This is an optimization exercise on Yosys and OpenROAD, whose aim is small area, not a production implementation.
At most, simulation tests tie the RTL to the original design; equivalence was not proved.

// pulse_gen_tim
module pulse_gen_tim
#(parameter WIDTH=25)
(
	input clk, enable, reset,
	input tim,  
	input [WIDTH-1:0] delay_in,
	input [WIDTH-1:0] duration_in,
	input [WIDTH-1:0] T_in,
	output reg out_signal
);
	reg [7:0] c0, c1, c2;
	reg [1:0] c3;
	reg cout1, cout2, cout3;
	reg state;
	localparam S0 = 1'b0, S1 = 1'b1;
	reg [WIDTH-1:0] pulse_time;
	reg [WIDTH-1:0] delay;
	reg [20:0] count_tim;
	reg [1:0] pre;
	reg [1:0] eq;
	wire [25:0] cnt = {c3, c2, c1, c0};
	wire [WIDTH-1:0] pt_nx = (state == S0) ? T_in : pulse_time;
	wire [WIDTH-1:0] dl_nx = (state == S0) ? delay_in : delay;
	wire [25:0] dmt = {1'b0, duration_in} - {5'd0, count_tim};
	wire [WIDTH-1:0] du_nx = dmt[25] ? duration_in : dmt[24:0];
	wire hit_u = cnt >= {1'b0, du_nx};
	wire hit_t = cnt == {1'b0, pt_nx};
	wire hit_d = cnt == {1'b0, dl_nx};
	wire [1:0] code = {hit_u | hit_t, hit_u | (~hit_t & hit_d)};
	wire clr = reset | (state == S0);
	wire fin = eq[1] & eq[0];
always @(posedge clk) begin
	if (state == S0) begin
		pulse_time <= T_in;
		delay <= delay_in;
	end
end
always @(posedge clk) begin
	if (reset) begin
		out_signal <= 1'b0;
		state <= S0;
		count_tim <= 21'd0;
		cout1 <= 1'b0;
		cout2 <= 1'b0;
		cout3 <= 1'b0;
		pre <= 2'b11;
		eq <= 2'b00;
	end else begin
		case (state)
		S0: begin
			if (tim) count_tim <= count_tim + 1'b1;
			else if (enable) state <= S1;
		end
		S1: begin
			if (eq[1]) out_signal <= 1'b0;
			else if (eq[0]) out_signal <= 1'b1;
			if (fin) begin
				state <= S0;
				count_tim <= 21'd0;
			end
		end
		endcase
		cout1 <= (c0 == 8'hfe);
		cout2 <= &c1;
		cout3 <= &c2;
		pre <= code;
		eq <= pre;
	end
end
always @(posedge clk) begin
	c0 <= clr ? 8'd0 : c0 + 8'd1;
	if (cout1 & ~reset) c1 <= c1 + 8'd1;
	else if (clr) c1 <= 8'd0;
	if (cout2 & cout1 & ~reset) c2 <= c2 + 8'd1;
	else if (clr) c2 <= 8'd0;
	if (cout3 & cout2 & cout1 & ~reset) c3 <= c3 + 2'd1;
	else if (clr) c3 <= 2'd0;
end
endmodule
Size in the first run: roughly 730 cells after synthesis, ~110 flip-flops, roughly 80 I/O pins, roughly 0.0066 mm² of cells after synthesis.
==> module pulse_gen_tim, before the edit <==
module pulse_gen_tim
#(parameter WIDTH=25)
(
	input clk, enable, reset,
	input tim,  
	input [WIDTH-1:0] delay_in,
	input [WIDTH-1:0] duration_in,
	input [WIDTH-1:0] T_in,
	output reg out_signal
);
	reg [7:0] c0, c1, c2;
	reg [1:0] c3;
	reg cout1, cout2, cout3;
	reg state;
	localparam S0 = 1'b0, S1 = 1'b1;
	reg [WIDTH-1:0] pulse_time;
	reg [WIDTH-1:0] delay;
	reg [20:0] count_tim;
	reg [1:0] pre;
	reg [1:0] eq;
	wire [25:0] cnt = {c3, c2, c1, c0};
	wire [WIDTH-1:0] pt_nx = (state == S0) ? T_in : pulse_time;
	wire [WIDTH-1:0] dl_nx = (state == S0) ? delay_in : delay;
	wire [25:0] dmt = {1'b0, duration_in} - {5'd0, count_tim};
	wire [WIDTH-1:0] du_nx = dmt[25] ? duration_in : dmt[24:0];
	wire hit_u = cnt >= {1'b0, du_nx};
	wire hit_t = cnt == {1'b0, pt_nx};
	wire hit_d = cnt == {1'b0, dl_nx};
	wire [1:0] code = {hit_u | hit_t, hit_u | (~hit_t & hit_d)};
	wire clr = reset | (state == S0);
	wire fin = eq[1] & eq[0];
always @(posedge clk) begin
	if (state == S0) begin
		pulse_time <= T_in;
		delay <= delay_in;
	end
end
always @(posedge clk) begin
	if (reset) begin
		out_signal <= 1'b0;
		state <= S0;
		count_tim <= 21'd0;
		cout1 <= 1'b0;
		cout2 <= 1'b0;
		cout3 <= 1'b0;
		pre <= 2'b11;
		eq <= 2'b00;
	end else begin
		case (state)
		S0: begin
			if (tim) count_tim <= count_tim + 1'b1;
			else if (enable) state <= S1;
		end
		S1: begin
			if (eq[1]) out_signal <= 1'b0;
			else if (eq[0]) out_signal <= 1'b1;
			if (fin) begin
				state <= S0;
				count_tim <= 21'd0;
			end
		end
		endcase
		cout1 <= (c0 == 8'hfe);
		cout2 <= &c1;
		cout3 <= &c2;
		pre <= code;
		eq <= pre;
	end
end
always @(posedge clk) begin
	c0 <= clr ? 8'd0 : c0 + 8'd1;
	if (cout1 & ~reset) c1 <= c1 + 8'd1;
	else if (clr) c1 <= 8'd0;
	if (cout2 & cout1 & ~reset) c2 <= c2 + 8'd1;
	else if (clr) c2 <= 8'd0;
	if (cout3 & cout2 & cout1 & ~reset) c3 <= c3 + 2'd1;
	else if (clr) c3 <= 2'd0;
end
endmodule
==> flow/config.mk <==
export PLATFORM = sky130hd
export DESIGN_NAME = pulse_gen_tim
export DESIGN_NICKNAME = pulse_gen_tim
export VERILOG_FILES = /design/flow/design.v
export SDC_FILE = /design/flow/constraint.sdc
export NUM_CORES = 4
export LEC_CHECK = 0
export CAP_MARGIN = 20
export CORE_MARGIN = 2
export CORE_UTILIZATION = 40
export PLACE_DENSITY = 0.6
export SLEW_MARGIN = 20
==> flow/constraint.sdc <==
create_clock -name core_clock -period 5.0 [get_ports {clk}]
set_input_delay 1.0000 -clock core_clock [delete_from_list [all_inputs] [get_ports {clk}]]
set_output_delay 1.0000 -clock core_clock [all_outputs]
set_load 0.01 [all_outputs]
standard.sh (not shown) runs the stock make flow with config.mk's settings and CLKGATE_MAP_FILE= SYNTH_SCRIPT=/design/flow/synth_recipe.tcl, a recipe that flattens the netlist after the stock synthesis.
==> flow/flow/run.sh <==
#!/bin/bash
set -euo pipefail
export BUFFER_PORTS_ARGS="-buffer_cell sky130_fd_sc_hd__buf_1"
export CTS_ARGS="-sink_clustering_enable -repair_clock_nets -dont_use_dummy_load"
bash standard.sh > standard.log 2>&1
Change:
--- a/flow/design.v
+++ b/flow/design.v
@@ -19,11 +19,43 @@
 	reg [1:0] pre;
 	reg [1:0] eq;
 	wire [25:0] cnt = {c3, c2, c1, c0};
+	integer i;
+	reg [7:0] c0_inc, c1_inc, c2_inc;
+	reg [1:0] c3_inc;
+	reg [20:0] t_inc;
+	reg [25:0] dmt;      
+	reg [WIDTH-1:0] du_nx;
+	reg hit_u;
+	reg k;
+	always @(*) begin
+		k = 1'b1;
+		for (i = 0; i < 8; i = i + 1) begin c0_inc[i] = c0[i] ^ k; k = k & c0[i]; end
+		k = 1'b1;
+		for (i = 0; i < 8; i = i + 1) begin c1_inc[i] = c1[i] ^ k; k = k & c1[i]; end
+		k = 1'b1;
+		for (i = 0; i < 8; i = i + 1) begin c2_inc[i] = c2[i] ^ k; k = k & c2[i]; end
+		c3_inc = {c3[1] ^ c3[0], ~c3[0]};
+		k = 1'b1;
+		for (i = 0; i < 21; i = i + 1) begin t_inc[i] = count_tim[i] ^ k; k = k & count_tim[i]; end
+		k = 1'b0;
+		for (i = 0; i < 25; i = i + 1) begin
+			if (i < 21) begin
+				dmt[i] = duration_in[i] ^ count_tim[i] ^ k;
+				k = (~duration_in[i] & (count_tim[i] | k)) | (count_tim[i] & k);
+			end else begin
+				dmt[i] = duration_in[i] ^ k;
+				k = ~duration_in[i] & k;
+			end
+		end
+		dmt[25] = k;
+		du_nx = dmt[25] ? duration_in : dmt[24:0];
+		k = 1'b1;
+		for (i = 0; i < 25; i = i + 1)
+			k = (cnt[i] & ~du_nx[i]) | (~(cnt[i] ^ du_nx[i]) & k);
+		hit_u = cnt[25] | k;
+	end
 	wire [WIDTH-1:0] pt_nx = (state == S0) ? T_in : pulse_time;
 	wire [WIDTH-1:0] dl_nx = (state == S0) ? delay_in : delay;
-	wire [25:0] dmt = {1'b0, duration_in} - {5'd0, count_tim};
-	wire [WIDTH-1:0] du_nx = dmt[25] ? duration_in : dmt[24:0];
-	wire hit_u = cnt >= {1'b0, du_nx};
 	wire hit_t = cnt == {1'b0, pt_nx};
 	wire hit_d = cnt == {1'b0, dl_nx};
 	wire [1:0] code = {hit_u | hit_t, hit_u | (~hit_t & hit_d)};
@@ -48,7 +80,7 @@
 	end else begin
 		case (state)
 		S0: begin
-			if (tim) count_tim <= count_tim + 1'b1;
+			if (tim) count_tim <= t_inc;
 			else if (enable) state <= S1;
 		end
 		S1: begin
@@ -68,12 +100,12 @@
 	end
 end
 always @(posedge clk) begin
-	c0 <= clr ? 8'd0 : c0 + 8'd1;
-	if (cout1 & ~reset) c1 <= c1 + 8'd1;
+	c0 <= clr ? 8'd0 : c0_inc;
+	if (cout1 & ~reset) c1 <= c1_inc;
 	else if (clr) c1 <= 8'd0;
-	if (cout2 & cout1 & ~reset) c2 <= c2 + 8'd1;
+	if (cout2 & cout1 & ~reset) c2 <= c2_inc;
 	else if (clr) c2 <= 8'd0;
-	if (cout3 & cout2 & cout1 & ~reset) c3 <= c3 + 2'd1;
+	if (cout3 & cout2 & cout1 & ~reset) c3 <= c3_inc;
 	else if (clr) c3 <= 2'd0;
 end
 endmodule
This time the run reached the layout checks and failed them: negative setup slack.
Register-to-register slack got worse by 5400 ps.
Routed wire length went down by 12%.
Area after synthesis drops by 9.9%.
Setup slack gets worse by 5400 ps.
Design area came out lower by 2.7%.
Fmax drops by 55%.
Via count fell by 17%.
No functional check of the RTL was part of the second run of this note.

[port drivers added, routing unchanged]
The flow's constraints put no driver on any port. The routed layouts listed below were extracted and timed again, unchanged, in two steps.
Step 1 assumes that a clkbuf_16 drives the clock port and a buf_2 every other input.
Step 2 adds t to the input delays and takes it off the output delays; t is the mean of the earliest and latest rising clock arrival at the registers after step 1. Input paths then give back, and output paths get back, about the clock's delay inside the block.
a / b / c = ideal / step 1 / step 2; a / b = the first two.
| run | shift t [ns] | setup slack, ns | worst register clock-pin slew, ns |
|---|---|---|---|
| the first run | 0.392 | 0.478 / 0.495 / 0.103 | 0.08 / 0.08 |
| the second run | 0.386 | -4.959 / -4.957 / -5.343 | 0.07 / 0.07 |
For the second run, which loses most, drivers alone change the setup slack by +0.002 ns; drivers and shift together by -0.384 ns.
